Background: an optimization exercise with open tools, aiming at small area. Do not read the settings as production practice. In this exercise RTL edits were held to simulation tests only and were not proved equivalent to the original. No activity file was given, so power comes from the tool's default toggle rates. The flow treats the clock pin as an ideal source, which a real chip does not have.

--- design/flow/flow/run.sh ---
#!/bin/bash
# Layout flow: the standard layout (standard.sh), with two changes made
# through the ORFS variables the standard scripts read:
#  - the input and output ports get a sky130_fd_sc_hd__buf_1 buffer each
#    (the standard flow picks a larger delay buffer);
#  - clock tree synthesis uses clkbuf_16 buffers on sink clusters of up to 30
#    flip-flops within 100 um, and inserts no dummy loads.
# The whole make output goes to flow_make.log in this folder; ORFS keeps each
# step's own log under orfs/logs/.
set -euo pipefail
export BUFFER_PORTS_ARGS="-buffer_cell sky130_fd_sc_hd__buf_1"
export CTS_ARGS="-sink_clustering_enable -repair_clock_nets -sink_clustering_size 30 -sink_clustering_max_diameter 100 -buf_list sky130_fd_sc_hd__clkbuf_16 -dont_use_dummy_load"
bash standard.sh > flow_make.log 2>&1
--- design/flow/standard.sh ---
#!/bin/bash
# synth_recipe.tcl (not shown) runs the flow's synth.tcl, then flattens the netlist and writes it again
# the make line also repeats each setting of config.mk as NAME=value (left out here)
make -C /OpenROAD-flow-scripts/flow DESIGN_CONFIG=/design/flow/config.mk WORK_HOME=/design/flow/orfs CLKGATE_MAP_FILE= SYNTH_SCRIPT=/design/flow/synth_recipe.tcl "${@:-finish}"
--- design/flow/config.mk ---
export PLATFORM = sky130hd
export DESIGN_NAME = vacc
export DESIGN_NICKNAME = vacc
export VERILOG_FILES = /design/flow/design.v
export SDC_FILE = /design/flow/constraint.sdc
export NUM_CORES = 4
export LEC_CHECK = 0
export CAP_MARGIN = 20
export CORE_MARGIN = 2
export CORE_UTILIZATION = 40
export CTS_BUF_LIST = sky130_fd_sc_hd__clkbuf_16
export CTS_CLUSTER_DIAMETER = 100
export CTS_CLUSTER_SIZE = 30
export SLEW_MARGIN = 20
--- design/flow/constraint.sdc ---
create_clock -name core_clock -period 8.0 [get_ports {clk}]
set_input_delay 1.6000 -clock core_clock [delete_from_list [all_inputs] [get_ports {clk}]]
set_output_delay 1.6000 -clock core_clock [all_outputs]
set_load 0.01 [all_outputs]
--- design/flow/design.v ---
module vacc (
	clk,
	ce,
	rst,
	acc_n,
	data_in,
	sync,
	trig,
	data_out,
	we,
	addr
);
	parameter integer VECTOR_WIDTH = 5;
	parameter integer INPUT_WIDTH = 36;
	parameter integer OUTPUT_WIDTH = 40;
	localparam integer N = 2 ** VECTOR_WIDTH;
	localparam integer W = OUTPUT_WIDTH;
	input wire clk;
	input wire ce;
	input wire rst;
	input wire [31:0] acc_n;
	input wire [INPUT_WIDTH - 1:0] data_in;
	input wire sync;
	input wire trig;
	output reg [OUTPUT_WIDTH - 1:0] data_out;
	output reg we;
	output reg [VECTOR_WIDTH - 1:0] addr;
	localparam [2:0] S_WAIT_SYNC = 3'd0;
	localparam [2:0] S_WAIT_TRIG = 3'd1;
	localparam [2:0] S_WAIT_START = 3'd2;
	localparam [2:0] S_ACC = 3'd3;
	localparam [2:0] S_DRAIN = 3'd4;
	reg [2:0] state;
	reg [VECTOR_WIDTH - 1:0] data_addr;
	reg stale_drain;
	reg [1:0] shifts;
	reg [31:0] accumulations;
	reg [INPUT_WIDTH - 1:0] last_data_in;
	wire in_acc = state == S_ACC;
	wire in_drain = state == S_DRAIN;
	wire start = data_addr == (N - 1);
	wire finish = addr == (N - 1);
	wire acc_done = accumulations == acc_n;
	always @(posedge clk)
		if (rst)
			data_addr <= 0;
		else if (ce && (state != S_WAIT_SYNC))
			data_addr <= data_addr + 1'b1;
	always @(posedge clk)
		if (rst)
			state <= S_WAIT_SYNC;
		else if (ce)
			case (state)
				S_WAIT_SYNC: if (sync) state <= S_WAIT_TRIG;
				S_WAIT_TRIG: if (trig) state <= S_WAIT_START;
				S_WAIT_START: if (start) state <= S_ACC;
				S_ACC: if (acc_done) state <= S_DRAIN;
				S_DRAIN: if (finish) state <= S_WAIT_TRIG;
				default: state <= state;
			endcase
	always @(posedge clk)
		if (rst) begin
			stale_drain <= 1'b0;
			shifts <= 2'd0;
		end
		else if (ce && in_drain && finish) begin
			stale_drain <= 1'b1;
			shifts <= 2'd0;
		end
		else if (ce && (in_acc || in_drain) && (shifts != 2'd3))
			shifts <= shifts + 1'b1;
	wire steady = shifts == 2'd3;
	wire in_place = shifts[1];
	reg [VECTOR_WIDTH - 1:0] out_addr;
	always @(*)
		if (steady)
			out_addr = data_addr - 2'd3;
		else if (stale_drain)
			out_addr = {3'd0, shifts} + 1'b1;
		else
			out_addr = 0;
	wire acc_count = ce && in_acc && in_place && (data_addr == 5'd1);
	wire [32:0] acc_ones;
	assign acc_ones[0] = 1'b1;
	genvar gi;
	generate
		for (gi = 0; gi < 32; gi = gi + 1) begin : inc
			assign acc_ones[gi + 1] = acc_ones[gi] & accumulations[gi];
		end
	endgenerate
	wire [31:0] acc_carry = {32 {acc_count}} & acc_ones[31:0];
	always @(posedge clk)
		if (rst || (ce && in_drain))
			accumulations <= 0;
		else
			accumulations <= accumulations ^ acc_carry;
	always @(posedge clk)
		last_data_in <= data_in;
	always @(posedge clk)
		if (rst || !(ce && in_drain))
			addr <= 0;
		else
			addr <= out_addr;
	always @(posedge clk)
		if (rst)
			we <= 0;
		else
			we <= ce && in_drain && !finish;
	reg acc_valid;
	always @(posedge clk)
		acc_valid <= !rst && ce && in_acc;
	reg [N * W - 1:0] ring;
	wire add_now = in_acc && !acc_done && acc_valid;
	wire [W - 1:0] addend = {{(W - INPUT_WIDTH) {1'b0}}, last_data_in & {INPUT_WIDTH {add_now}}};
	wire [W - 1:0] sum;
	vacc_add #(.W(W), .K(4)) adder (.a(ring[(N - 1) * W +: W]), .b(addend), .s(sum));
	reg post_reset;
	reg zero_29;
	reg zero_28;
	reg drained_28;
	reg zero_1;
	reg zero_0;
	always @(posedge clk)
		if (rst)
			post_reset <= 1'b1;
		else if (ce && in_acc)
			post_reset <= 1'b0;
	always @(posedge clk)
		if (ce) begin
			zero_29 <= in_acc && in_place && !acc_valid;
			zero_28 <= zero_29;
			drained_28 <= in_drain && steady;
			zero_1 <= in_acc && !in_place && stale_drain;
			zero_0 <= zero_1 || (in_drain && !steady && stale_drain);
		end
	wire clear_28 = post_reset || drained_28 || zero_28;
	always @(posedge clk)
		if (ce) begin
			ring[(N - 5) * W - 1:0] <= ring[(N - 4) * W - 1:W];
			ring[(N - 5) * W +: W] <= ~(ring[(N - 4) * W +: W] & {W {!clear_28}});
			ring[(N - 2) * W - 1:(N - 4) * W] <= ring[(N - 1) * W - 1:(N - 3) * W];
			ring[(N - 2) * W +: W] <= sum;
			ring[(N - 1) * W +: W] <= ~(ring[0 +: W] | {W {zero_0}});
		end
	reg out_28;
	reg out_0;
	always @(posedge clk)
		if (rst) begin
			out_28 <= 1'b0;
			out_0 <= 1'b0;
		end
		else begin
			out_28 <= ce && in_drain && !finish && steady && !zero_29;
			out_0 <= ce && in_drain && !finish && !steady && stale_drain && !zero_1;
		end
	always @(*)
		data_out = ({W {ce && out_28}} & ring[(N - 4) * W +: W]) | ({W {ce && out_0}} & ~ring[0 +: W]);
endmodule
module vacc_add (
	a,
	b,
	s
);
	parameter integer W = 40;
	parameter integer K = 5;
	localparam integer NG = (W + K - 1) / K;
	input wire [W - 1:0] a;
	input wire [W - 1:0] b;
	output wire [W - 1:0] s;
	wire [W - 1:0] g = a & b;
	wire [W - 1:0] p = a ^ b;
	wire [W:0] c;
	wire [NG:0] gc;
	wire [NG - 1:0] gg;
	wire [NG - 1:0] gp;
	assign gc[0] = 1'b0;
	genvar j, i;
	generate
		for (j = 0; j < NG; j = j + 1) begin : grp
			localparam integer LO = j * K;
			localparam integer HI = ((LO + K) < W ? (LO + K) : W) - 1;
			wire [HI - LO + 1:0] gs;
			wire [HI - LO + 1:0] ps;
			assign gs[0] = 1'b0;
			assign ps[0] = 1'b1;
			for (i = LO; i <= HI; i = i + 1) begin : bt
				assign gs[i - LO + 1] = g[i] | (p[i] & gs[i - LO]);
				assign ps[i - LO + 1] = p[i] & ps[i - LO];
				if (i > LO) begin : rip
					assign c[i] = g[i - 1] | (p[i - 1] & c[i - 1]);
				end
			end
			assign gg[j] = gs[HI - LO + 1];
			assign gp[j] = ps[HI - LO + 1];
			assign c[LO] = gc[j];
			assign gc[j + 1] = gg[j] | (gp[j] & gc[j]);
		end
	endgenerate
	assign c[W] = gc[NG];
	assign s = p ^ c[W - 1:0];
endmodule
==> summary.txt, run 1 <==
# TYPE chip_impl_metric gauge
chip_impl_info{name="synth_top_flop_cell",value="sky130_fd_sc_hd__edfxtp_1"} 1
chip_impl_info{name="outcome",value="timing/DRC/antenna clean"} 1
chip_impl_metric{name="synth_async_sr_flop_share",unit="%"} 0
chip_impl_metric{name="insertion_delay",unit="ns"} 0.69
chip_impl_metric{name="synth-edff-count",unit=""} 1285
chip_impl_metric{name="cts_sinks",unit=""} 1374
chip_impl_metric{name="die_h",unit="um"} 337
chip_impl_metric{name="max_capacitance_violation_total",unit=""} 0
chip_impl_metric{name="vdd_drop_max",unit="mV"} 0.168
chip_impl_metric{name="drt_pre_antenna_iters",unit=""} 5
chip_impl_metric{name="h-tree-depth",unit=""} 2
chip_impl_metric{name="power.density_cell_area",unit="mW/mm2"} 242
chip_impl_metric{name="synth_cell_type_count",unit=""} 53
chip_impl_info{name="library_cell_appearing_most_often_on_the_critical_path",value="sky130_fd_sc_hd__fa_1"} 1
chip_impl_metric{name="antenna_violations_before_repair",unit=""} 8
chip_impl_metric{name="netlist_instances",unit=""} 1974
chip_impl_metric{name="worst_max_slew_pin_slew",unit="ns"} 1.09
chip_impl_metric{name="drive_gt1_share",unit="%"} 4.08
chip_impl_metric{name="place_congestion",unit=""} 0.839
chip_impl_metric{name="worst-path-buf-inv",unit=""} 2
chip_impl_metric{name="ant_nets",unit=""} 0
chip_impl_metric{name="fmaxAchievable",unit="MHz"} 141
chip_impl_metric{name="fin_tns_setup",unit="ns"} 0
chip_impl_metric{name="cts-resized-gates",unit=""} 0
chip_impl_metric{name="finalNonFillerCells",unit=""} 3619
chip_impl_metric{name="cp_data_arrival_time",unit="ns"} 7.52
chip_impl_metric{name="io_buffer_count",unit=""} 118
chip_impl_metric{name="initial_cell_density_of_the_core",unit="%"} 40.2
chip_impl_metric{name="holdBufCountCts",unit=""} 0
chip_impl_metric{name="diodes",unit=""} 0
chip_impl_metric{name="dpl.cell_count",unit=""} 3564
chip_impl_metric{name="track_usage",unit="%"} 11.5
chip_impl_metric{name="clock_tree.buffer_depth",unit=""} 3
chip_impl_metric{name="synth_sequential_area_ratio",unit="%"} 90.9
chip_impl_info{name="synth.most_common_cell",value="sky130_fd_sc_hd__edfxtp_1"} 1
chip_impl_metric{name="clock_transition_at_the_register_clock_pins_on_the_worst_setup_and_hold_paths_after_cts",unit="ns"} 0.11
chip_impl_info{name="crit_path_cell_trace",value="buf_1, xnor2_1, nand4_1, nor4_1, a21oi_4, and3_1, ha_1, fa_1, fa_1, fa_1, a21oi_1, or2_2, a31oi_1, a211oi_1, buf_4, a21oi_1, a41oi_1, nor2_1, fa_1, fa_1, fa_1, xor2_1"} 1
chip_impl_metric{name="synthToLayoutAreaGrowth",unit="%"} 8.47
chip_impl_metric{name="reported_leakage_power",unit="nW"} 15.4
chip_impl_metric{name="timing.critical_path.slowest_cell_delay",unit="ns"} 0.53
chip_impl_metric{name="dp_hpwl",unit="um"} 36600
chip_impl_metric{name="post-route-drc-count",unit=""} 0
chip_impl_metric{name="wl_per_cell",unit="um"} 18.3
chip_impl_info{name="clock_tree_from_tritoncts",value="done"} 1
chip_impl_info{name="setup.worst_path.end_class",value="flop"} 1
chip_impl_metric{name="vias_in_the_first_global_route",unit=""} 16800
chip_impl_info{name="ys_top_cells_by_count",value="sky130_fd_sc_hd__edfxtp_1 (1,285), sky130_fd_sc_hd__nand2_1 (104), sky130_fd_sc_hd__nor2_1 (94)"} 1
chip_impl_metric{name="route.vias.total",unit=""} 17300
chip_impl_info{name="top_cell_type_by_total_area_after_synthesis",value="sky130_fd_sc_hd__edfxtp_1"} 1
chip_impl_info{name="crit_type",value="in -> reg"} 1
chip_impl_metric{name="avgSynthCellArea",unit="um2"} 22.5
chip_impl_info{name="setup.worst_path.start",value="acc_n[9]"} 1
chip_impl_info{name="hold_path_startpoint",value="ring[309]$_DFFE_PP_"} 1
chip_impl_metric{name="finish.instance_area",unit="mm2"} 0.0482
chip_impl_metric{name="synth_top_area_share",unit="%"} 86.9
chip_impl_metric{name="yosys_warnings",unit=""} 1
chip_impl_metric{name="netlist_area",unit="mm2"} 0.0444
chip_impl_metric{name="vias_per_cell",unit=""} 4.78
chip_impl_metric{name="cts_post_setup_buffers_inserted",unit=""} 0
chip_impl_metric{name="finalHoldViolations",unit=""} 0
chip_impl_metric{name="global_route_wire_length_before_repair",unit="um"} 101000
chip_impl_info{name="unrepaired_setup_endpoints_after_global_routing",value="no"} 1
chip_impl_info{name="synth.area.top_cells",value="sky130_fd_sc_hd__edfxtp_1 (87%), sky130_fd_sc_hd__dfxtp_1 (4.0%), sky130_fd_sc_hd__fa_1 (1.2%), sky130_fd_sc_hd__ha_1 (1.2%), sky130_fd_sc_hd__xnor2_1 (0.93%)"} 1
chip_impl_info{name="clk_root_buffer_cell",value="sky130_fd_sc_hd__clkbuf_16"} 1
chip_impl_metric{name="top_level_ports",unit=""} 119
chip_impl_metric{name="final_period_minus_worst_setup_slack",unit="ns"} 7.08
chip_impl_metric{name="finalClockSkew",unit="ns"} 0.0919
chip_impl_metric{name="placeableCoreArea",unit="mm2"} 0.110
chip_impl_metric{name="grt_max_degree",unit=""} 225
chip_impl_metric{name="number_of_endpoints_failing_setup_at_the_final_stage",unit=""} 0
chip_impl_info{name="rr_startpoint",value="accumulations[4]$_SDFF_PP0_"} 1
chip_impl_info{name="startpoint_types",value="input port"} 1
chip_impl_metric{name="slew_violations",unit=""} 0
chip_impl_metric{name="die-width",unit="um"} 337
chip_impl_info{name="timing.critical_path.slowest_stage_cell",value="sky130_fd_sc_hd__nor4_1"} 1
chip_impl_metric{name="dieArea",unit="mm2"} 0.114
chip_impl_metric{name="drtIter0Drc",unit=""} 1972
chip_impl_info{name="critical-path-top-delay-family",value="adder cells"} 1
chip_impl_metric{name="final_net_count",unit=""} 2274
chip_impl_metric{name="period_utilization",unit="%"} 88.5
chip_impl_metric{name="drt_wl_total",unit="um"} 66300
chip_impl_metric{name="placement.cell_area",unit="mm2"} 0.0468
chip_impl_info{name="min_path_type",value="reg -> reg"} 1
chip_impl_metric{name="synth_nets",unit=""} 2115
chip_impl_metric{name="slew_headroom",unit="%"} 27.2
chip_impl_metric{name="number_of_clock_buffers_inserted_by_tritoncts",unit=""} 53
chip_impl_metric{name="ys_seq_elements",unit=""} 1374
chip_impl_metric{name="path_max_fanout",unit=""} 22
chip_impl_metric{name="fp-row-count",unit=""} 122
chip_impl_metric{name="grt-ovfl-total",unit=""} 0
chip_impl_metric{name="worstPathRequired",unit="ns"} 8.44
-- per-layer routing --
metal / up-vias / wire length, um / GRT usage (%)
li1: 7843 / - / -
met1: 8994 / 33500 / 18.4
met2: 363 / 27300 / 15.7
met3: 81 / 4260 / 2.95
met4: 8 / 1200 / 2.59
met5: - / 43 / 0
-- through the flow --
stage | utilization (%) | power, mW | hold slack [ns] | worst slack [ns]
floorplan | - | 8.47 | 0.400 | 1.26
global placement | 42.4 | 8.67 | 0.400 | 0.205
CTS | 43.6 | 11.8 | 0.357 | 0.892
detailed placement | 42.4 | 8.69 | 0.405 | 0.173
global route | 43.6 | 12.1 | 0.368 | 0.621
finish | 43.6 | 11.7 | 0.356 | 0.919
-- final cells by class --
class | instances | area [um2]
Fill cell | 9282 | 62200
Sequential cell | 1374 | 40400
Multi-Input combinational cell | 560 | 3910
Tap cell | 1488 | 1860
Clock buffer | 53 | 1330
Timing Repair Buffer | 137 | 679
Inverter | 7 | 26.3
-- kinds of logic (layout without fill, tap and decap cells) --
| family | Yosys count | count (layout) | synth area share (%) |
|---|---|---|---|
| adders and majority gates | 68 | 68 | 2.37 |
| DFF | 1374 | 1374 | 90.9 |
| and+or+nand+nor | 320 | 320 | 3.56 |
| muxes | 3 | 3 | 0.0676 |
| xor gates and xnor gates | 72 | 72 | 1.42 |
| buffers and inverters | 40 | 197 | 0.344 |
| AOI/OAI and AO/OA | 97 | 97 | 1.33 |
-- state kept, by name, summed over array words and instances (netlist names) --
signal	flops
addr	5
zero_1	1
post_reset	1
stale_drain	1
state	3
zero_0	1
zero_28	1
acc_valid	1
out_28	1
out_0	1
data_addr	5
last_data_in	36
ring	1280
shifts	2
we	1
zero_29	1
drained_28	1
accumulations	32
-- worst register-to-register path, stage by stage (launching register included) --
cell and delay [ns]:
sky130_fd_sc_hd__dfxtp_1 0.49, sky130_fd_sc_hd__xnor2_1 0.17, sky130_fd_sc_hd__nand4_1 0.10, sky130_fd_sc_hd__nor4_1 0.49, sky130_fd_sc_hd__a21oi_4 0.30, sky130_fd_sc_hd__and3_1 0.29
sky130_fd_sc_hd__ha_1 0.19, sky130_fd_sc_hd__fa_1 0.45, sky130_fd_sc_hd__fa_1 0.43, sky130_fd_sc_hd__fa_1 0.44, sky130_fd_sc_hd__a21oi_1 0.17, sky130_fd_sc_hd__or2_2 0.13
sky130_fd_sc_hd__a31oi_1 0.20, sky130_fd_sc_hd__a211oi_1 0.36, sky130_fd_sc_hd__buf_4 0.20, sky130_fd_sc_hd__a21oi_1 0.11, sky130_fd_sc_hd__a41oi_1 0.25, sky130_fd_sc_hd__nor2_1 0.08
sky130_fd_sc_hd__fa_1 0.43, sky130_fd_sc_hd__fa_1 0.44, sky130_fd_sc_hd__fa_1 0.41, sky130_fd_sc_hd__xor2_1 0.15
-- power breakdown --
part | total, mW | switching (mW) | internal [mW]
sequential | 8.31 | 0.115 | 8.20
combinational | 0.217 | 0.171 | 0.0462
clock | 3.12 | 1.93 | 1.19
total | 11.7 | 2.22 | 9.44
-- layout by cell type (no fill, tap or decap), types with 3 or more instances in the layout --
master                      instances
sky130_fd_sc_hd__buf_12             4
sky130_fd_sc_hd__fa_1              27
sky130_fd_sc_hd__nand4_1           16
sky130_fd_sc_hd__dfxtp_1           89
sky130_fd_sc_hd__nor3_1             6
sky130_fd_sc_hd__a21oi_1           13
sky130_fd_sc_hd__clkbuf_16         53
sky130_fd_sc_hd__nor4_1             4
sky130_fd_sc_hd__ha_1              41
sky130_fd_sc_hd__edfxtp_1        1285
sky130_fd_sc_hd__a21o_1            11
sky130_fd_sc_hd__xor2_1            25
sky130_fd_sc_hd__o21ai_0           46
sky130_fd_sc_hd__and3_1            43
sky130_fd_sc_hd__nor3b_1            4
sky130_fd_sc_hd__a211oi_1           5
sky130_fd_sc_hd__buf_4             13
sky130_fd_sc_hd__nor2_1            94
sky130_fd_sc_hd__mux2i_1            3
sky130_fd_sc_hd__xnor2_1           47
sky130_fd_sc_hd__nand2_1          103
sky130_fd_sc_hd__nand2b_1           6
sky130_fd_sc_hd__nand3_1           12
sky130_fd_sc_hd__o211ai_1           5
sky130_fd_sc_hd__and4_1             5
sky130_fd_sc_hd__a31oi_1            3
sky130_fd_sc_hd__nor2b_1            3
sky130_fd_sc_hd__inv_1              7
sky130_fd_sc_hd__buf_1            117
sky130_fd_sc_hd__or4_1              5
-- path summary, 6_finish.rpt --
path | end | slack (ns) | depth (start not counted)
hold / removal | ring[269]$_DFFE_PP_ | 0.36 | 0
hold reg to reg | ring[269]$_DFFE_PP_ | 0.36 | 0
setup / recovery | ring[1231]$_DFFE_PP_ | 0.92 | 22
setup reg to reg | ring[1231]$_DFFE_PP_ | 1.47 | 21
==> inputs of run 2 (changes only) <==
--- a/design/flow/config.mk
+++ b/design/flow/config.mk
@@ -10,5 +10,3 @@
 export CORE_UTILIZATION = 40
-export CTS_BUF_LIST = sky130_fd_sc_hd__clkbuf_16
-export CTS_CLUSTER_DIAMETER = 100
-export CTS_CLUSTER_SIZE = 30
+export PLACE_DENSITY = 0.9
 export SLEW_MARGIN = 20
==> run 2 against run 1 <==
Compared with the run above: register-to-register slack got worse by 0.07 ns; total power fell by 0.33%; setup slack got worse by 0.13 ns; final cell count rose by 0.11%; via count rose by 1.6%; critical path depth did not move; cell area barely moved; critical endpoint is now ring[1235]$_DFFE_PP_; largest power group unchanged; non-clock buffer count rose by 2; combinational power barely moved; synthesized area did not move.
==> summary.txt, run 2 <==
# TYPE chip_impl_metric gauge
chip_impl_info{name="outcome",value="timing/DRC/antenna clean"} 1
chip_impl_info{name="synth_top_flop_cell",value="sky130_fd_sc_hd__edfxtp_1"} 1
chip_impl_metric{name="drt_wl_total",unit="um"} 71000
chip_impl_metric{name="antenna_violations_before_repair",unit=""} 14
chip_impl_metric{name="top_level_ports",unit=""} 119
chip_impl_metric{name="synth_top_area_share",unit="%"} 86.9
chip_impl_metric{name="reported_leakage_power",unit="nW"} 15.4
chip_impl_metric{name="die-width",unit="um"} 337
chip_impl_metric{name="finalNonFillerCells",unit=""} 3623
chip_impl_metric{name="netlist_instances",unit=""} 1974
chip_impl_metric{name="path_max_fanout",unit=""} 36
chip_impl_metric{name="h-tree-depth",unit=""} 2
chip_impl_metric{name="cts-resized-gates",unit=""} 0
chip_impl_metric{name="largest_register_ffs",unit=""} 1280
chip_impl_metric{name="cts_sinks",unit=""} 1374
chip_impl_metric{name="slew_violations",unit=""} 0
chip_impl_metric{name="fp-row-count",unit=""} 122
chip_impl_info{name="clock_tree_from_tritoncts",value="done"} 1
chip_impl_info{name="crit_type",value="in -> reg"} 1
chip_impl_metric{name="avgSynthCellArea",unit="um2"} 22.5
chip_impl_metric{name="synth_simple_gate_area_share",unit="%"} 3.56
chip_impl_info{name="critical-path-top-delay-family",value="adder cells"} 1
chip_impl_metric{name="cp_data_arrival_time",unit="ns"} 7.59
chip_impl_metric{name="vias_in_the_first_global_route",unit=""} 16800
chip_impl_metric{name="max_capacitance_violation_total",unit=""} 0
chip_impl_metric{name="drive_gt1_share",unit="%"} 4.17
chip_impl_metric{name="initial_cell_density_of_the_core",unit="%"} 40.2
chip_impl_metric{name="grt-ovfl-total",unit=""} 0
chip_impl_metric{name="worst_slack",unit="ns"} 0.789
chip_impl_metric{name="io_buffer_count",unit=""} 118
chip_impl_metric{name="dieArea",unit="mm2"} 0.114
chip_impl_metric{name="synth_cell_type_count",unit=""} 53
chip_impl_metric{name="synth-edff-count",unit=""} 1285
chip_impl_metric{name="netlist_area",unit="mm2"} 0.0444
chip_impl_metric{name="synthToLayoutAreaGrowth",unit="%"} 8.43
chip_impl_metric{name="finish.instance_area",unit="mm2"} 0.0482
chip_impl_info{name="synth.area.top_cells",value="sky130_fd_sc_hd__edfxtp_1 (87%), sky130_fd_sc_hd__dfxtp_1 (4.0%), sky130_fd_sc_hd__fa_1 (1.2%), sky130_fd_sc_hd__ha_1 (1.2%), sky130_fd_sc_hd__xnor2_1 (0.93%)"} 1
chip_impl_metric{name="worstPathRequired",unit="ns"} 8.38
chip_impl_metric{name="dp_hpwl",unit="um"} 41500
chip_impl_metric{name="route.vias.total",unit=""} 17600
chip_impl_metric{name="final_net_count",unit=""} 2275
chip_impl_info{name="ys_top_cells_by_count",value="sky130_fd_sc_hd__edfxtp_1 (1,285), sky130_fd_sc_hd__nand2_1 (104), sky130_fd_sc_hd__nor2_1 (94)"} 1
chip_impl_metric{name="fin_tns_setup",unit="ns"} 0
chip_impl_metric{name="drt_pre_antenna_iters",unit=""} 7
chip_impl_metric{name="synth_sequential_area_ratio",unit="%"} 90.9
chip_impl_info{name="crit_path_cell_trace",value="buf_1, xnor2_1, nand4_1, nor4_1, a21oi_4, buf_4, and3_1, fa_1, fa_1, fa_1, a21oi_1, or2_2, a31oi_1, a211oi_1, buf_4, a211oi_1, o21ai_0, nand2b_1, fa_1, fa_1, fa_1, xor2_1"} 1
chip_impl_info{name="startpoint_types",value="input port"} 1
chip_impl_info{name="combinational_family_with_the_most_area_after_synthesis",value="simple AND/OR/NAND/NOR gates"} 1
chip_impl_metric{name="placement.cell_area",unit="mm2"} 0.0468
chip_impl_metric{name="dp_slack",unit="ns"} 0.250
chip_impl_metric{name="placeableCoreArea",unit="mm2"} 0.110
chip_impl_info{name="library_cell_appearing_most_often_on_the_critical_path",value="sky130_fd_sc_hd__fa_1"} 1
chip_impl_metric{name="dpl.cell_count",unit=""} 3566
chip_impl_info{name="unrepaired_setup_endpoints_after_global_routing",value="no"} 1
chip_impl_metric{name="track_usage",unit="%"} 12.1
chip_impl_metric{name="clock_tree.buffer_depth",unit=""} 3
chip_impl_metric{name="filler_cell_count",unit=""} 8981
chip_impl_metric{name="place_congestion",unit=""} 0.837
chip_impl_metric{name="synth_nets",unit=""} 2115
chip_impl_metric{name="multiplexer_area_fraction_after_synthesis",unit="%"} 0.0676
chip_impl_metric{name="vias_per_cell",unit=""} 4.85
chip_impl_metric{name="post_synth_xor_area_fraction",unit="%"} 1.42
chip_impl_metric{name="yosys_warnings",unit=""} 1
chip_impl_metric{name="finalClockSkew",unit="ns"} 0.103
chip_impl_metric{name="insertion_delay",unit="ns"} 0.67
chip_impl_metric{name="ant_nets",unit=""} 0
chip_impl_metric{name="grt_max_degree",unit=""} 209
chip_impl_info{name="clk_root_buffer_cell",value="sky130_fd_sc_hd__clkbuf_16"} 1
chip_impl_metric{name="worst-path-buf-inv",unit=""} 3
chip_impl_metric{name="vdd_drop_max",unit="mV"} 0.139
chip_impl_metric{name="global_route_wire_length_before_repair",unit="um"} 104000
chip_impl_info{name="timing.critical_path.slowest_stage_cell",value="sky130_fd_sc_hd__nor4_1"} 1
chip_impl_info{name="synth.most_common_cell",value="sky130_fd_sc_hd__edfxtp_1"} 1
chip_impl_metric{name="synth-compound-area-share",unit="%"} 1.33
chip_impl_metric{name="number_of_endpoints_failing_setup_at_the_final_stage",unit=""} 0
chip_impl_metric{name="cts_post_setup_buffers_inserted",unit=""} 0
chip_impl_metric{name="slew_headroom",unit="%"} 29.5
chip_impl_info{name="min_path_type",value="reg -> reg"} 1
chip_impl_info{name="top_cell_type_by_total_area_after_synthesis",value="sky130_fd_sc_hd__edfxtp_1"} 1
chip_impl_metric{name="power.density_cell_area",unit="mW/mm2"} 241
chip_impl_metric{name="period_utilization",unit="%"} 90.1
chip_impl_metric{name="ys_seq_elements",unit=""} 1374
chip_impl_metric{name="synth-adder-area-share",unit="%"} 2.37
chip_impl_info{name="top_register",value="ring"} 1
chip_impl_info{name="setup.worst_path.end_class",value="flop"} 1
chip_impl_info{name="top_library_cells_by_usage_in_the_layout_fill_and_taps_aside",value="sky130_fd_sc_hd__edfxtp_1 (1,285), sky130_fd_sc_hd__buf_1 (117), sky130_fd_sc_hd__nand2_1 (103)"} 1
chip_impl_metric{name="number_of_clock_buffers_inserted_by_tritoncts",unit=""} 52
chip_impl_metric{name="clock_transition_at_the_register_clock_pins_on_the_worst_setup_and_hold_paths_after_cts",unit="ns"} 0.10
chip_impl_metric{name="post-route-drc-count",unit=""} 0
chip_impl_metric{name="finalHoldViolations",unit=""} 0
chip_impl_metric{name="final_period_minus_worst_setup_slack",unit="ns"} 7.21
chip_impl_metric{name="wl_per_cell",unit="um"} 19.6
chip_impl_metric{name="worst_max_slew_pin_slew",unit="ns"} 1.06
chip_impl_metric{name="drtIter0Drc",unit=""} 1955
chip_impl_info{name="layout.cells.most_common",value="sky130_fd_sc_hd__edfxtp_1"} 1
chip_impl_info{name="largest_registers",value="ring (1280), last_data_in (36), accumulations (32)"} 1
chip_impl_metric{name="fmaxAchievable",unit="MHz"} 139
chip_impl_metric{name="die_h",unit="um"} 337
chip_impl_metric{name="timing.critical_path.slowest_cell_delay",unit="ns"} 0.56
chip_impl_metric{name="holdBufCountCts",unit=""} 0
chip_impl_metric{name="synth_async_sr_flop_share",unit="%"} 0
[run 2: worst paths after layout]
check	startpoint	cells past startpoint	end	slack, ns
setup / recovery	acc_n[18]	22	ring[1235]$_DFFE_PP_	0.79
hold / removal	ring[654]$_DFFE_PP_	0	ring[614]$_DFFE_PP_	0.37
setup reg to reg	accumulations[3]$_SDFF_PP0_	21	ring[1235]$_DFFE_PP_	1.40
hold reg to reg	ring[654]$_DFFE_PP_	0	ring[614]$_DFFE_PP_	0.37
[run 2: per-stage QoR]
stage                     hold WS [ns]  utilization [%]  power, mW
after floorplan                  0.400                -       8.47
after global placement           0.400             42.4       8.67
after detailed placement         0.405             42.4       8.70
after CTS                        0.380             43.6       11.7
after global routing             0.384             43.6       12.0
final                            0.369             43.6       11.6
[run 2: cell families after synthesis]
family                   after synthesis
AND/OR/NAND/NOR                      320
XOR/XNOR                              72
buffers and inverters                 40
adder cells (fa/ha/maj)               68
multiplexers                           3
AO/OA/AOI/OAI                         97
flip-flops                          1374
[run 2: cell type report]
| cell class | count | area (um2) | share of cell area, % |
|---|---|---|---|
| multi-input cells | 560 | 3910 | 8.12 |
| diodes | 3 | 7.51 | 0.0156 |
| repair buffers | 139 | 677 | 1.41 |
| inverters | 7 | 26.3 | 0.0546 |
| well taps | 1488 | 1860 | 3.87 |
| flip-flops and latches | 1374 | 40400 | 83.8 |
| clock buffers | 52 | 1300 | 2.70 |
[run 2: metal layers]
layer	wire, um	vias to the layer above	share of wire [%]	track usage (%)
met5	99	-	0.14	0
met4	1630	16	2.3	3.08
met3	6480	98	9.1	3.85
met2	30800	598	43	17.8
met1	31900	9015	45	17.4
li1	-	7839	-	-
[run 2: where the power goes]
part / switching, mW / total, mW / internal, mW
combinational: 0.169 / 0.216 / 0.0470
clock: 1.90 / 3.07 / 1.17
sequential: 0.129 / 8.33 / 8.20
==> inputs of run 3 (changes only) <==
--- a/design/flow/flow/run.sh
+++ b/design/flow/flow/run.sh
@@ -11,3 +11,3 @@
 export BUFFER_PORTS_ARGS="-buffer_cell sky130_fd_sc_hd__buf_1"
-export CTS_ARGS="-sink_clustering_enable -repair_clock_nets -sink_clustering_size 30 -sink_clustering_max_diameter 100 -buf_list sky130_fd_sc_hd__clkbuf_16 -dont_use_dummy_load"
+export CTS_ARGS="-sink_clustering_enable -repair_clock_nets -sink_clustering_size 33 -sink_clustering_max_diameter 100 -buf_list sky130_fd_sc_hd__clkbuf_16 -dont_use_dummy_load"
 bash standard.sh > flow_make.log 2>&1
==> run 3 against run 2 <==
Compared with the run above: clock skew down 0.045 ns; wire length down 0.60%; clock power down 5%; combinational power about the same; flip-flop and latch count unchanged; synthesized area unchanged; fmax up 0.19%; die area unchanged; global-route usage down 0.13 points.
==> summary.txt, run 3 <==
# TYPE chip_impl_metric gauge
chip_impl_metric{name="cp_data_arrival_time",unit="ns"} 7.58
chip_impl_info{name="layout.cells.most_common",value="sky130_fd_sc_hd__edfxtp_1"} 1
chip_impl_metric{name="worstPathRequired",unit="ns"} 8.38
chip_impl_info{name="crit_type",value="in -> reg"} 1
chip_impl_metric{name="multiplexer_area_fraction_after_synthesis",unit="%"} 0.0676
chip_impl_metric{name="drtIter0Drc",unit=""} 2003
chip_impl_metric{name="dp_hpwl",unit="um"} 41500
chip_impl_info{name="setup.worst_path.end_class",value="flop"} 1
chip_impl_metric{name="reported_leakage_power",unit="nW"} 15.3
chip_impl_metric{name="global_route_wire_length_before_repair",unit="um"} 103000
chip_impl_metric{name="drt_wl_total",unit="um"} 70600
chip_impl_metric{name="place_congestion",unit=""} 0.837
chip_impl_metric{name="final_net_count",unit=""} 2269
chip_impl_metric{name="synthToLayoutAreaGrowth",unit="%"} 8.08
chip_impl_metric{name="slew_violations",unit=""} 0
chip_impl_metric{name="synth_cell_type_count",unit=""} 53
chip_impl_metric{name="filler_cell_count",unit=""} 9015
chip_impl_metric{name="finalClockSkew",unit="ns"} 0.0578
chip_impl_info{name="combinational_family_with_the_most_area_after_synthesis",value="simple AND/OR/NAND/NOR gates"} 1
chip_impl_metric{name="largest_register_ffs",unit=""} 1280
chip_impl_info{name="synth.most_common_cell",value="sky130_fd_sc_hd__edfxtp_1"} 1
chip_impl_metric{name="max_capacitance_violation_total",unit=""} 0
chip_impl_metric{name="vdd_drop_max",unit="mV"} 0.162
chip_impl_info{name="largest_registers",value="ring (1280), last_data_in (36), accumulations (32)"} 1
chip_impl_metric{name="drive_gt1_share",unit="%"} 3.90
chip_impl_metric{name="cts-resized-gates",unit=""} 0
chip_impl_metric{name="slew_headroom",unit="%"} 28.5
chip_impl_metric{name="synth_sequential_area_ratio",unit="%"} 90.9
chip_impl_metric{name="synth_async_sr_flop_share",unit="%"} 0
chip_impl_metric{name="clock_transition_at_the_register_clock_pins_on_the_worst_setup_and_hold_paths_after_cts",unit="ns"} 0.12
chip_impl_metric{name="grt_max_degree",unit=""} 209
chip_impl_metric{name="io_buffer_count",unit=""} 118
chip_impl_info{name="top_cell_type_by_total_area_after_synthesis",value="sky130_fd_sc_hd__edfxtp_1"} 1
chip_impl_metric{name="post_synth_xor_area_fraction",unit="%"} 1.42
chip_impl_metric{name="period_utilization",unit="%"} 90.0
chip_impl_metric{name="final_period_minus_worst_setup_slack",unit="ns"} 7.20
chip_impl_metric{name="synth_simple_gate_area_share",unit="%"} 3.56
chip_impl_metric{name="cts_sinks",unit=""} 1374
chip_impl_metric{name="worstRegToRegCells",unit=""} 21
chip_impl_metric{name="number_of_endpoints_failing_setup_at_the_final_stage",unit=""} 0
chip_impl_info{name="top_library_cells_by_usage_in_the_layout_fill_and_taps_aside",value="sky130_fd_sc_hd__edfxtp_1 (1,285), sky130_fd_sc_hd__buf_1 (117), sky130_fd_sc_hd__nand2_1 (103)"} 1
chip_impl_metric{name="die-width",unit="um"} 337
chip_impl_info{name="top_register",value="ring"} 1
chip_impl_info{name="synth.area.top_cells",value="sky130_fd_sc_hd__edfxtp_1 (87%), sky130_fd_sc_hd__dfxtp_1 (4.0%), sky130_fd_sc_hd__fa_1 (1.2%), sky130_fd_sc_hd__ha_1 (1.2%), sky130_fd_sc_hd__xnor2_1 (0.93%)"} 1
chip_impl_metric{name="insertion_delay",unit="ns"} 0.65
chip_impl_info{name="unrepaired_setup_endpoints_after_global_routing",value="no"} 1
chip_impl_metric{name="drt_pre_antenna_iters",unit=""} 5
chip_impl_metric{name="worst_max_slew_pin_slew",unit="ns"} 1.07
chip_impl_metric{name="ant_nets",unit=""} 0
chip_impl_info{name="startpoint_types",value="input port"} 1
chip_impl_metric{name="synth-edff-count",unit=""} 1285
chip_impl_metric{name="synth-compound-area-share",unit="%"} 1.33
chip_impl_metric{name="placeableCoreArea",unit="mm2"} 0.110
chip_impl_metric{name="antenna_violations_before_repair",unit=""} 14
chip_impl_metric{name="holdBufCountCts",unit=""} 0
chip_impl_metric{name="dieArea",unit="mm2"} 0.114
chip_impl_metric{name="synth-adder-area-share",unit="%"} 2.37
chip_impl_metric{name="route.vias.total",unit=""} 17600
chip_impl_metric{name="initial_cell_density_of_the_core",unit="%"} 40.2
chip_impl_metric{name="grt-ovfl-total",unit=""} 0
chip_impl_metric{name="synth_nets",unit=""} 2115
chip_impl_metric{name="number_of_clock_buffers_inserted_by_tritoncts",unit=""} 47
chip_impl_metric{name="power.density_cell_area",unit="mW/mm2"} 239
chip_impl_metric{name="avgSynthCellArea",unit="um2"} 22.5
chip_impl_info{name="outcome",value="timing/DRC/antenna clean"} 1
chip_impl_metric{name="regToRegSetupSlack",unit="ns"} 1.40
chip_impl_metric{name="track_usage",unit="%"} 11.9
chip_impl_metric{name="ys_seq_elements",unit=""} 1374
chip_impl_metric{name="post-route-drc-count",unit=""} 0
chip_impl_info{name="clock_tree_from_tritoncts",value="done"} 1
chip_impl_metric{name="clock_tree.buffer_depth",unit=""} 3
chip_impl_metric{name="fmaxAchievable",unit="MHz"} 139
chip_impl_info{name="synth_top_flop_cell",value="sky130_fd_sc_hd__edfxtp_1"} 1
chip_impl_info{name="clk_root_buffer_cell",value="sky130_fd_sc_hd__clkbuf_16"} 1
chip_impl_metric{name="netlist_instances",unit=""} 1974
chip_impl_metric{name="holdPathStages",unit=""} 0
chip_impl_metric{name="placement.cell_area",unit="mm2"} 0.0468
chip_impl_metric{name="top_level_ports",unit=""} 119
chip_impl_metric{name="path_max_fanout",unit=""} 36
chip_impl_metric{name="final_util",unit="%"} 43.5
chip_impl_metric{name="netlist_area",unit="mm2"} 0.0444
chip_impl_metric{name="vias_in_the_first_global_route",unit=""} 16700
chip_impl_metric{name="cts_post_setup_buffers_inserted",unit=""} 0
chip_impl_metric{name="die_h",unit="um"} 337
chip_impl_metric{name="vias_per_cell",unit=""} 4.86
chip_impl_info{name="min_path_type",value="reg -> reg"} 1
chip_impl_metric{name="h-tree-depth",unit=""} 2
chip_impl_metric{name="total_power",unit="mW"} 11.5
chip_impl_metric{name="synth_top_area_share",unit="%"} 86.9
chip_impl_metric{name="yosys_warnings",unit=""} 1
chip_impl_metric{name="finish.instance_area",unit="mm2"} 0.0480
chip_impl_info{name="ys_top_cells_by_count",value="sky130_fd_sc_hd__edfxtp_1 (1,285), sky130_fd_sc_hd__nand2_1 (104), sky130_fd_sc_hd__nor2_1 (94)"} 1
chip_impl_metric{name="fp-row-count",unit=""} 122
chip_impl_metric{name="wl_per_cell",unit="um"} 19.5
chip_impl_metric{name="fin_tns_setup",unit="ns"} 0
chip_impl_metric{name="finalHoldViolations",unit=""} 0
[run 3: cell types whose count changed in the layout (fill, tap and decap cells not counted)]
cell,change
sky130_fd_sc_hd__clkbuf_16,-5
sky130_fd_sc_hd__buf_16,-1
sky130_fd_sc_hd__diode_2,-1
[run 3: area by class of cell]
class / count / area, um2 / area share (%)
diodes: 2 / 5.00 / 0.0104
multi-input cells: 560 / 3910 / 8.14
clock buffers: 47 / 1180 / 2.45
flip-flops and latches: 1374 / 40400 / 84.1
inverters: 7 / 26.3 / 0.0547
repair buffers: 138 / 649 / 1.35
well taps: 1488 / 1860 / 3.88
[run 3: final timing paths]
kind / from / to
min: ring[302]$_DFFE_PP_ / ring[262]$_DFFE_PP_
max: acc_n[18] / ring[1235]$_DFFE_PP_
min reg2reg: ring[302]$_DFFE_PP_ / ring[262]$_DFFE_PP_
max reg2reg: accumulations[18]$_SDFF_PP0_ / ring[1235]$_DFFE_PP_
[run 3: critical path, cell delays in order]
cell and delay (ns):
sky130_fd_sc_hd__buf_1 0.08, sky130_fd_sc_hd__xnor2_1 0.19, sky130_fd_sc_hd__nand4_1 0.12, sky130_fd_sc_hd__nor4_1 0.56, sky130_fd_sc_hd__a21oi_4 0.20, sky130_fd_sc_hd__buf_4 0.31
sky130_fd_sc_hd__and3_1 0.25, sky130_fd_sc_hd__fa_1 0.39, sky130_fd_sc_hd__fa_1 0.44, sky130_fd_sc_hd__fa_1 0.46, sky130_fd_sc_hd__a21oi_1 0.23, sky130_fd_sc_hd__or2_2 0.16
sky130_fd_sc_hd__a31oi_1 0.20, sky130_fd_sc_hd__a211oi_1 0.29, sky130_fd_sc_hd__buf_4 0.17, sky130_fd_sc_hd__a211oi_1 0.08, sky130_fd_sc_hd__o21ai_0 0.20, sky130_fd_sc_hd__nand2b_1 0.13
sky130_fd_sc_hd__fa_1 0.45, sky130_fd_sc_hd__fa_1 0.45, sky130_fd_sc_hd__fa_1 0.45, sky130_fd_sc_hd__xor2_1 0.16
[run 3: per-layer routing]
metal	global-route usage [%]	part of all wire, %
met4	2.67	2.0
met1	17.7	45
met2	17.6	44
met3	3.38	9.0
met5	0	0.10
[run 3: cells by family (layout without fill, tap and decap cells)]
family          Yosys count  after routing
mux                       3              3
simple gates            320            320
compound gates           97             97
flops                  1374           1374
xor+xnor                 72             72
buf+inv                  40            192
other cells               0              2
fa+ha+maj                68             68
[run 3: report_power, final]
| part | switching, mW | internal [mW] | leakage (nW) |
|---|---|---|---|
| clock network | 1.86 | 1.07 | 0.579 |
| logic | 0.169 | 0.0456 | 2.05 |
| registers | 0.128 | 8.20 | 12.7 |
[run 3: per-stage QoR]
| stage | setup WS, ns | hold WS, ns | instances |
|---|---|---|---|
| after floorplan | 1.26 | 0.400 | 1974 |
| after CTS | 0.869 | 0.402 | 3613 |
| after global placement | 0.442 | 0.400 | 3566 |
| after global routing | 0.613 | 0.410 | 3614 |
| after detailed placement | 0.250 | 0.405 | 3566 |
| final | 0.803 | 0.402 | 3616 |
==> inputs of run 4 (changes only) <==
--- a/design/flow/flow/run.sh
+++ b/design/flow/flow/run.sh
@@ -5,3 +5,3 @@
 #    (the standard flow picks a larger delay buffer);
-#  - clock tree synthesis uses clkbuf_16 buffers on sink clusters of up to 30
+#  - clock tree synthesis uses clkbuf_16 buffers on sink clusters of up to 33
 #    flip-flops within 100 um, and inserts no dummy loads.
==> run 4 against run 3 <==
Compared with the run above: via count unchanged; register-to-register slack hardly changed; combinational power barely moved; fmax stayed put; synthesized area did not move; final cell count stayed put; largest cell class unchanged.
==> summary.txt, run 4 <==
# TYPE chip_impl_metric gauge
chip_impl_metric{name="swShare",unit="%"} 18.8
chip_impl_metric{name="dp_hpwl",unit="um"} 41500
chip_impl_metric{name="antenna_violations_before_repair",unit=""} 14
chip_impl_metric{name="dieArea",unit="mm2"} 0.114
chip_impl_info{name="hold_path_startpoint",value="ring[302]$_DFFE_PP_"} 1
chip_impl_metric{name="synth_nets",unit=""} 2115
chip_impl_metric{name="cp_data_arrival_time",unit="ns"} 7.58
chip_impl_info{name="rr_startpoint",value="accumulations[18]$_SDFF_PP0_"} 1
chip_impl_metric{name="largest_register_ffs",unit=""} 1280
chip_impl_metric{name="die_h",unit="um"} 337
chip_impl_metric{name="h-tree-depth",unit=""} 2
chip_impl_metric{name="total_power",unit="mW"} 11.5
chip_impl_info{name="synth.most_common_cell",value="sky130_fd_sc_hd__edfxtp_1"} 1
chip_impl_info{name="top_register",value="ring"} 1
chip_impl_info{name="ys_top_cells_by_count",value="sky130_fd_sc_hd__edfxtp_1 (1,285), sky130_fd_sc_hd__nand2_1 (104), sky130_fd_sc_hd__nor2_1 (94)"} 1
chip_impl_metric{name="clock_tree.buffer_depth",unit=""} 3
chip_impl_metric{name="cts_post_setup_buffers_inserted",unit=""} 0
chip_impl_metric{name="period_utilization",unit="%"} 90.0
chip_impl_metric{name="placeableCoreArea",unit="mm2"} 0.110
chip_impl_info{name="top_library_cells_by_usage_in_the_layout_fill_and_taps_aside",value="sky130_fd_sc_hd__edfxtp_1 (1,285), sky130_fd_sc_hd__buf_1 (117), sky130_fd_sc_hd__nand2_1 (103)"} 1
chip_impl_info{name="clock_tree_from_tritoncts",value="done"} 1
chip_impl_metric{name="fin_tns_setup",unit="ns"} 0
chip_impl_metric{name="route.vias.total",unit=""} 17600
chip_impl_info{name="startpoint_types",value="input port"} 1
chip_impl_metric{name="clock_power_share",unit="%"} 25.5
chip_impl_metric{name="die-width",unit="um"} 337
chip_impl_metric{name="vias_in_the_first_global_route",unit=""} 16700
chip_impl_metric{name="register_area",unit="mm2"} 0.0404
chip_impl_metric{name="synth_sequential_area_ratio",unit="%"} 90.9
chip_impl_metric{name="vias_per_cell",unit=""} 4.86
chip_impl_metric{name="slew_violations",unit=""} 0
chip_impl_metric{name="finish.instance_area",unit="mm2"} 0.0480
chip_impl_metric{name="power_report.internal_total",unit="mW"} 9.31
chip_impl_metric{name="insertion_delay",unit="ns"} 0.65
chip_impl_info{name="timing.hold.worst_endpoint",value="ring[262]$_DFFE_PP_"} 1
chip_impl_metric{name="slew_headroom",unit="%"} 28.5
chip_impl_info{name="layout.cells.most_common",value="sky130_fd_sc_hd__edfxtp_1"} 1
chip_impl_info{name="crit_type",value="in -> reg"} 1
chip_impl_metric{name="vdd_drop_max",unit="mV"} 0.162
chip_impl_metric{name="drive_gt1_share",unit="%"} 3.90
chip_impl_info{name="synth_top_flop_cell",value="sky130_fd_sc_hd__edfxtp_1"} 1
chip_impl_metric{name="fp-row-count",unit=""} 122
chip_impl_metric{name="drtIter0Drc",unit=""} 2003
chip_impl_metric{name="post-route-drc-count",unit=""} 0
chip_impl_metric{name="combined_area_of_the_multi_input_logic_cells",unit="mm2"} 0.00391
chip_impl_metric{name="number_of_endpoints_failing_setup_at_the_final_stage",unit=""} 0
chip_impl_metric{name="clock_transition_at_the_register_clock_pins_on_the_worst_setup_and_hold_paths_after_cts",unit="ns"} 0.12
chip_impl_metric{name="holdPathStages",unit=""} 0
chip_impl_metric{name="drt_pre_antenna_iters",unit=""} 5
chip_impl_metric{name="fmaxAchievable",unit="MHz"} 139
chip_impl_info{name="outcome",value="timing/DRC/antenna clean"} 1
chip_impl_metric{name="initial_cell_density_of_the_core",unit="%"} 40.2
chip_impl_metric{name="power.share.combinational",unit="%"} 1.9
chip_impl_metric{name="path_max_fanout",unit=""} 36
chip_impl_metric{name="finalHoldViolations",unit=""} 0
chip_impl_metric{name="number_of_clock_buffers_inserted_by_tritoncts",unit=""} 47
chip_impl_metric{name="max_capacitance_violation_total",unit=""} 0
chip_impl_metric{name="grt_max_degree",unit=""} 209
chip_impl_metric{name="worstRegToRegCells",unit=""} 21
chip_impl_metric{name="synth_top_area_share",unit="%"} 86.9
chip_impl_metric{name="track_usage",unit="%"} 11.9
chip_impl_metric{name="worstPathRequired",unit="ns"} 8.38
chip_impl_metric{name="ys_seq_elements",unit=""} 1374
chip_impl_info{name="largest_registers",value="ring (1280), last_data_in (36), accumulations (32)"} 1
chip_impl_metric{name="cts_sinks",unit=""} 1374
chip_impl_metric{name="netlist_instances",unit=""} 1974
chip_impl_metric{name="regToRegSetupSlack",unit="ns"} 1.40
chip_impl_metric{name="synth_async_sr_flop_share",unit="%"} 0
chip_impl_metric{name="reported_leakage_power",unit="nW"} 15.3
chip_impl_metric{name="synth_cell_type_count",unit=""} 53
chip_impl_metric{name="io_buffer_count",unit=""} 118
chip_impl_info{name="top_cell_type_by_total_area_after_synthesis",value="sky130_fd_sc_hd__edfxtp_1"} 1
chip_impl_metric{name="holdBufCountCts",unit=""} 0
chip_impl_metric{name="top_level_ports",unit=""} 119
chip_impl_metric{name="place_congestion",unit=""} 0.837
chip_impl_info{name="worstReg2RegEnd",value="ring[1235]$_DFFE_PP_"} 1
chip_impl_metric{name="grt-ovfl-total",unit=""} 0
chip_impl_metric{name="synth-edff-count",unit=""} 1285
chip_impl_metric{name="netlist_area",unit="mm2"} 0.0444
chip_impl_metric{name="placement.cell_area",unit="mm2"} 0.0468
chip_impl_metric{name="global_route_wire_length_before_repair",unit="um"} 103000
chip_impl_metric{name="avgSynthCellArea",unit="um2"} 22.5
chip_impl_metric{name="final_net_count",unit=""} 2269
chip_impl_metric{name="filler_cell_count",unit=""} 9015
chip_impl_metric{name="worst_max_slew_pin_slew",unit="ns"} 1.07
chip_impl_metric{name="cts-resized-gates",unit=""} 0
chip_impl_metric{name="yosys_warnings",unit=""} 1
chip_impl_metric{name="p_switching",unit="mW"} 2.16
chip_impl_metric{name="wl_per_cell",unit="um"} 19.5
chip_impl_metric{name="drt_wl_total",unit="um"} 70600
chip_impl_metric{name="synthToLayoutAreaGrowth",unit="%"} 8.08
chip_impl_metric{name="final_period_minus_worst_setup_slack",unit="ns"} 7.20
chip_impl_info{name="min_path_type",value="reg -> reg"} 1
chip_impl_info{name="synth.area.top_cells",value="sky130_fd_sc_hd__edfxtp_1 (87%), sky130_fd_sc_hd__dfxtp_1 (4.0%), sky130_fd_sc_hd__fa_1 (1.2%), sky130_fd_sc_hd__ha_1 (1.2%), sky130_fd_sc_hd__xnor2_1 (0.93%)"} 1
chip_impl_info{name="clk_root_buffer_cell",value="sky130_fd_sc_hd__clkbuf_16"} 1
chip_impl_metric{name="finalClockSkew",unit="ns"} 0.0578
chip_impl_metric{name="power.sequential.fraction",unit="%"} 72.6
chip_impl_metric{name="ant_nets",unit=""} 0
chip_impl_metric{name="power.density_cell_area",unit="mW/mm2"} 239
chip_impl_info{name="unrepaired_setup_endpoints_after_global_routing",value="no"} 1
chip_impl_info{name="setup.worst_path.end_class",value="flop"} 1
==> run 4: cell counts in the layout (fill, tap and decap cells not counted) <==
Identical to the previous run, type by type.
==> run 4: worst max-delay path: stages <==
cell and delay, ns:
sky130_fd_sc_hd__buf_1 0.08, sky130_fd_sc_hd__xnor2_1 0.19, sky130_fd_sc_hd__nand4_1 0.12, sky130_fd_sc_hd__nor4_1 0.56
sky130_fd_sc_hd__a21oi_4 0.20, sky130_fd_sc_hd__buf_4 0.31, sky130_fd_sc_hd__and3_1 0.25, sky130_fd_sc_hd__fa_1 0.39
sky130_fd_sc_hd__fa_1 0.44, sky130_fd_sc_hd__fa_1 0.46, sky130_fd_sc_hd__a21oi_1 0.23, sky130_fd_sc_hd__or2_2 0.16
sky130_fd_sc_hd__a31oi_1 0.20, sky130_fd_sc_hd__a211oi_1 0.29, sky130_fd_sc_hd__buf_4 0.17, sky130_fd_sc_hd__a211oi_1 0.08
sky130_fd_sc_hd__o21ai_0 0.20, sky130_fd_sc_hd__nand2b_1 0.13, sky130_fd_sc_hd__fa_1 0.45, sky130_fd_sc_hd__fa_1 0.45
sky130_fd_sc_hd__fa_1 0.45, sky130_fd_sc_hd__xor2_1 0.16
==> run 4: through the flow <==
step | worst slack [ns] | hold WS, ns | utilization, % | cells
6_report | 0.803 | 0.402 | 43.5 | 3616
5_1_grt | 0.613 | 0.410 | 43.5 | 3614
4_1_cts | 0.869 | 0.402 | 43.5 | 3613
3_5_place_dp | 0.250 | 0.405 | 42.4 | 3566
3_3_place_gp | 0.442 | 0.400 | 42.4 | 3566
2_1_floorplan | 1.26 | 0.400 | - | 1974
==> run 4: final cells by class <==
| type | count | area share [%] |
|---|---|---|
| sequential | 1374 | 84.1 |
| tap | 1488 | 3.88 |
| timing repair buffer | 138 | 1.35 |
| antenna | 2 | 0.0104 |
| inverter | 7 | 0.0547 |
| multi-input combinational | 560 | 8.14 |
| clock buffer | 47 | 2.45 |
==> run 4: kinds of logic (layout without fill, tap and decap cells) <==
group	Yosys count	count (layout)	synth area share, %
adder cells (fa/ha/maj)	68	68	2.37
other	0	2	0
AND/OR/NAND/NOR	320	320	3.56
AO/OA/AOI/OAI	97	97	1.33
XOR/XNOR	72	72	1.42
multiplexers	3	3	0.0676
flip-flops	1374	1374	90.9
buffers and inverters	40	192	0.344
==> run 4: per-layer routing <==
layer	up-vias	GRT usage, %	wire, um
met3	97	3.38	6350
met4	14	2.67	1380
met1	9015	17.7	31800
met2	629	17.6	30900
li1	7832	-	-
met5	-	0	74
==> run 4: power groups by stage <==
stage / combinational (mW) / clock [mW] / sequential [mW]
after floorplan: 0.0566 / 0 / 8.41
after global placement: 0.203 / 0 / 8.47
after detailed placement: 0.216 / 0 / 8.48
after CTS: 0.215 / 3.03 / 8.33
after global routing: 0.241 / 3.21 / 8.35
final: 0.215 / 2.93 / 8.33
==> run 4: how the worst max path moves through the flow <==
stage          depth (start not counted)              endpoint  startpoint  slack (ns)
3_3_place_gp                          22  ring[1231]$_DFFE_PP_   acc_n[11]        0.44
5_1_grt                               22  ring[1235]$_DFFE_PP_   acc_n[10]        0.61
6_report                              22  ring[1235]$_DFFE_PP_   acc_n[18]        0.80
3_5_place_dp                          22  ring[1235]$_DFFE_PP_   acc_n[16]        0.25
4_1_cts                               22  ring[1235]$_DFFE_PP_   acc_n[16]        0.87
2_1_floorplan                         20  ring[1231]$_DFFE_PP_    acc_n[9]        1.26
==> inputs of run 5 (changes only) <==
==> design/flow/flow/run.sh (replaced) <==
#!/bin/bash
# Layout flow: the standard layout (standard.sh), with two changes made
# through the ORFS variables the standard scripts read:
#  - the input and output ports get a sky130_fd_sc_hd__buf_1 buffer each
#    (the standard flow picks a larger delay buffer);
#  - clock tree synthesis uses clkbuf_16 buffers on sink clusters of up to 30
#    flip-flops within 100 um, and inserts no dummy loads.
# The whole make output goes to flow_make.log in this folder; ORFS keeps each
# step's own log under orfs/logs/.
set -euo pipefail
export BUFFER_PORTS_ARGS="-buffer_cell sky130_fd_sc_hd__buf_1"
export CTS_ARGS="-sink_clustering_enable -repair_clock_nets -sink_clustering_size 30 -sink_clustering_max_diameter 100 -buf_list {sky130_fd_sc_hd__clkbuf_8 sky130_fd_sc_hd__clkbuf_16} -dont_use_dummy_load"
bash standard.sh > flow_make.log 2>&1
--- a/design/flow/config.mk
+++ b/design/flow/config.mk
@@ -10,3 +10,5 @@
 export CORE_UTILIZATION = 40
-export PLACE_DENSITY = 0.9
+export CTS_BUF_LIST = sky130_fd_sc_hd__clkbuf_16
+export CTS_CLUSTER_DIAMETER = 100
+export CTS_CLUSTER_SIZE = 30
 export SLEW_MARGIN = 20
==> run 5 against run 4 <==
Compared with the run above: hold slack worse by 0.046 ns; critical path depth unchanged; synthesized area unchanged; sequential share of layout area down 0.31 points; sequential power about the same; utilization up 0.16 points; non-clock buffer count down 1; still clean; die area unchanged; highest routed layer unchanged; setup slack better by 0.12 ns.
==> summary.txt, run 5 <==
# TYPE chip_impl_metric gauge
chip_impl_metric{name="fp-row-count",unit=""} 122
chip_impl_metric{name="number_of_clock_buffers_inserted_by_tritoncts",unit=""} 53
chip_impl_metric{name="place_congestion",unit=""} 0.839
chip_impl_info{name="outcome",value="timing/DRC/antenna clean"} 1
chip_impl_metric{name="ys_seq_elements",unit=""} 1374
chip_impl_info{name="worstReg2RegEnd",value="ring[1231]$_DFFE_PP_"} 1
chip_impl_metric{name="synth_sequential_area_ratio",unit="%"} 90.9
chip_impl_metric{name="clock_transition_at_the_register_clock_pins_on_the_worst_setup_and_hold_paths_after_cts",unit="ns"} 0.11
chip_impl_info{name="library_cell_appearing_most_often_on_the_critical_path",value="sky130_fd_sc_hd__fa_1"} 1
chip_impl_metric{name="drt_wl_total",unit="um"} 66300
chip_impl_metric{name="io_buffer_count",unit=""} 118
chip_impl_metric{name="regToRegSetupSlack",unit="ns"} 1.47
chip_impl_metric{name="route.vias.total",unit=""} 17300
chip_impl_metric{name="dieArea",unit="mm2"} 0.114
chip_impl_info{name="top_register",value="ring"} 1
chip_impl_metric{name="die-width",unit="um"} 337
chip_impl_metric{name="antenna_violations_before_repair",unit=""} 8
chip_impl_metric{name="placeableCoreArea",unit="mm2"} 0.110
chip_impl_metric{name="max_capacitance_violation_total",unit=""} 0
chip_impl_metric{name="cts-resized-gates",unit=""} 0
chip_impl_metric{name="timing.hold.ws",unit="ns"} 0.356
chip_impl_metric{name="ant_nets",unit=""} 0
chip_impl_metric{name="filler_cell_count",unit=""} 9282
chip_impl_metric{name="h-tree-depth",unit=""} 2
chip_impl_info{name="rr_startpoint",value="accumulations[4]$_SDFF_PP0_"} 1
chip_impl_info{name="clock_tree_from_tritoncts",value="done"} 1
chip_impl_info{name="min_path_type",value="reg -> reg"} 1
chip_impl_metric{name="netlist_area",unit="mm2"} 0.0444
chip_impl_metric{name="track_usage",unit="%"} 11.5
chip_impl_metric{name="finalHoldViolations",unit=""} 0
chip_impl_metric{name="timing.critical_path.slowest_cell_delay",unit="ns"} 0.53
chip_impl_metric{name="cp_data_arrival_time",unit="ns"} 7.52
chip_impl_metric{name="synthToLayoutAreaGrowth",unit="%"} 8.47
chip_impl_metric{name="slew_headroom",unit="%"} 27.2
chip_impl_metric{name="final_net_count",unit=""} 2274
chip_impl_metric{name="vdd_drop_max",unit="mV"} 0.168
chip_impl_metric{name="worstRegToRegCells",unit=""} 21
chip_impl_metric{name="final_period_minus_worst_setup_slack",unit="ns"} 7.08
chip_impl_metric{name="grt_max_degree",unit=""} 225
chip_impl_info{name="top_cell_type_by_total_area_after_synthesis",value="sky130_fd_sc_hd__edfxtp_1"} 1
chip_impl_metric{name="register_area",unit="mm2"} 0.0404
chip_impl_metric{name="yosys_warnings",unit=""} 1
chip_impl_info{name="top_library_cells_by_usage_in_the_layout_fill_and_taps_aside",value="sky130_fd_sc_hd__edfxtp_1 (1,285), sky130_fd_sc_hd__buf_1 (117), sky130_fd_sc_hd__nand2_1 (103)"} 1
chip_impl_metric{name="worstPathRequired",unit="ns"} 8.44
chip_impl_metric{name="holdBufCountCts",unit=""} 0
chip_impl_info{name="startpoint_types",value="input port"} 1
chip_impl_metric{name="drt_pre_antenna_iters",unit=""} 5
chip_impl_metric{name="die_h",unit="um"} 337
chip_impl_metric{name="slew_violations",unit=""} 0
==> run 5: power by group <==
group          switching, mW  internal (mW)
clock network           1.93           1.19
logic                  0.171         0.0462
registers              0.115           8.20
==> run 5: layout make-up <==
type	instances	share of cell area [%]
clock buffer	53	2.75
tap	1488	3.87
inverter	7	0.0545
sequential	1374	83.8
timing repair buffer	137	1.41
multi-input combinational	560	8.11
==> run 5: worst max-delay path by stage <==
| stage | startpoint | endpoint | slack, ns |
|---|---|---|---|
| after floorplan | acc_n[9] | ring[1231]$_DFFE_PP_ | 1.26 |
| after global placement | acc_n[9] | ring[1231]$_DFFE_PP_ | 0.21 |
| after detailed placement | acc_n[9] | ring[1231]$_DFFE_PP_ | 0.17 |
| after CTS | acc_n[9] | ring[1231]$_DFFE_PP_ | 0.89 |
| after global routing | acc_n[18] | ring[1231]$_DFFE_PP_ | 0.62 |
| final | acc_n[9] | ring[1231]$_DFFE_PP_ | 0.92 |
==> run 5: critical path, delay by kind of cell <==
family,cells,cell delay (ns)
AO/OA/AOI/OAI,6,1.39
buffers and inverters,2,0.28
XOR/XNOR,2,0.30
adder cells (fa/ha/maj),7,2.79
AND/OR/NAND/NOR,5,1.13
==> run 5: metal layers <==
metal,vias up,part of all wire (%),GRT usage [%]
li1,7843,-,-
met1,8994,51,18.4
met2,363,41,15.7
met3,81,6.4,2.95
met4,8,1.8,2.59
met5,-,0.065,0
==> run 5: kinds of logic after synthesis <==
group | Yosys count | synth area share (%)
flops | 1374 | 90.9
simple gates | 320 | 3.56
compound gates | 97 | 1.33
xor+xnor | 72 | 1.42
fa+ha+maj | 68 | 2.37
buf+inv | 40 | 0.344
mux | 3 | 0.0676
==> run 5: per-stage QoR <==
step | instance area (um2) | util, % | worst slack [ns] | std cells
after floorplan | 44400 | - | 1.26 | 1974
after global placement | 46800 | 42.4 | 0.205 | 3564
after detailed placement | 46800 | 42.4 | 0.173 | 3564
after CTS | 48100 | 43.6 | 0.892 | 3617
after global routing | 48200 | 43.6 | 0.621 | 3619
final | 48200 | 43.6 | 0.919 | 3619

static timing again, ports no longer ideal:
The results above use ideal ports. As a check the final layouts listed here were re-extracted and re-timed, cells and wires unchanged.
Step 1 sets driving cells, clkbuf_16 on the clock port and buf_2 on the other inputs (assumed; they add their load-dependent delay and slew).
Step 2 also shifts input and output timing later by t, the mid clock arrival at the registers, as if the neighbouring blocks saw the same clock.
Slacks: ideal ports / drivers / drivers and shift; pairs: ideal ports / drivers.
| run | t, ns | slack for setup (ns) | latest minus earliest clock arrival (ns) | cell pins on the clock port's net |
|---|---|---|---|---|
| run 1 | 0.712 | 0.919 / 0.967 / 0.255 | 0.098 / 0.098 | 1 |
| run 2 | 0.682 | 0.789 / 0.833 / 0.150 | 0.103 / 0.103 | 1 |
| run 3 | 0.687 | 0.803 / 0.848 / 0.161 | 0.060 / 0.060 | 1 |
| run 4 | 0.687 | 0.803 / 0.848 / 0.161 | 0.060 / 0.060 | 1 |
| run 5 | 0.712 | 0.919 / 0.967 / 0.255 | 0.098 / 0.098 | 1 |
After both steps every run listed still meets setup and hold.
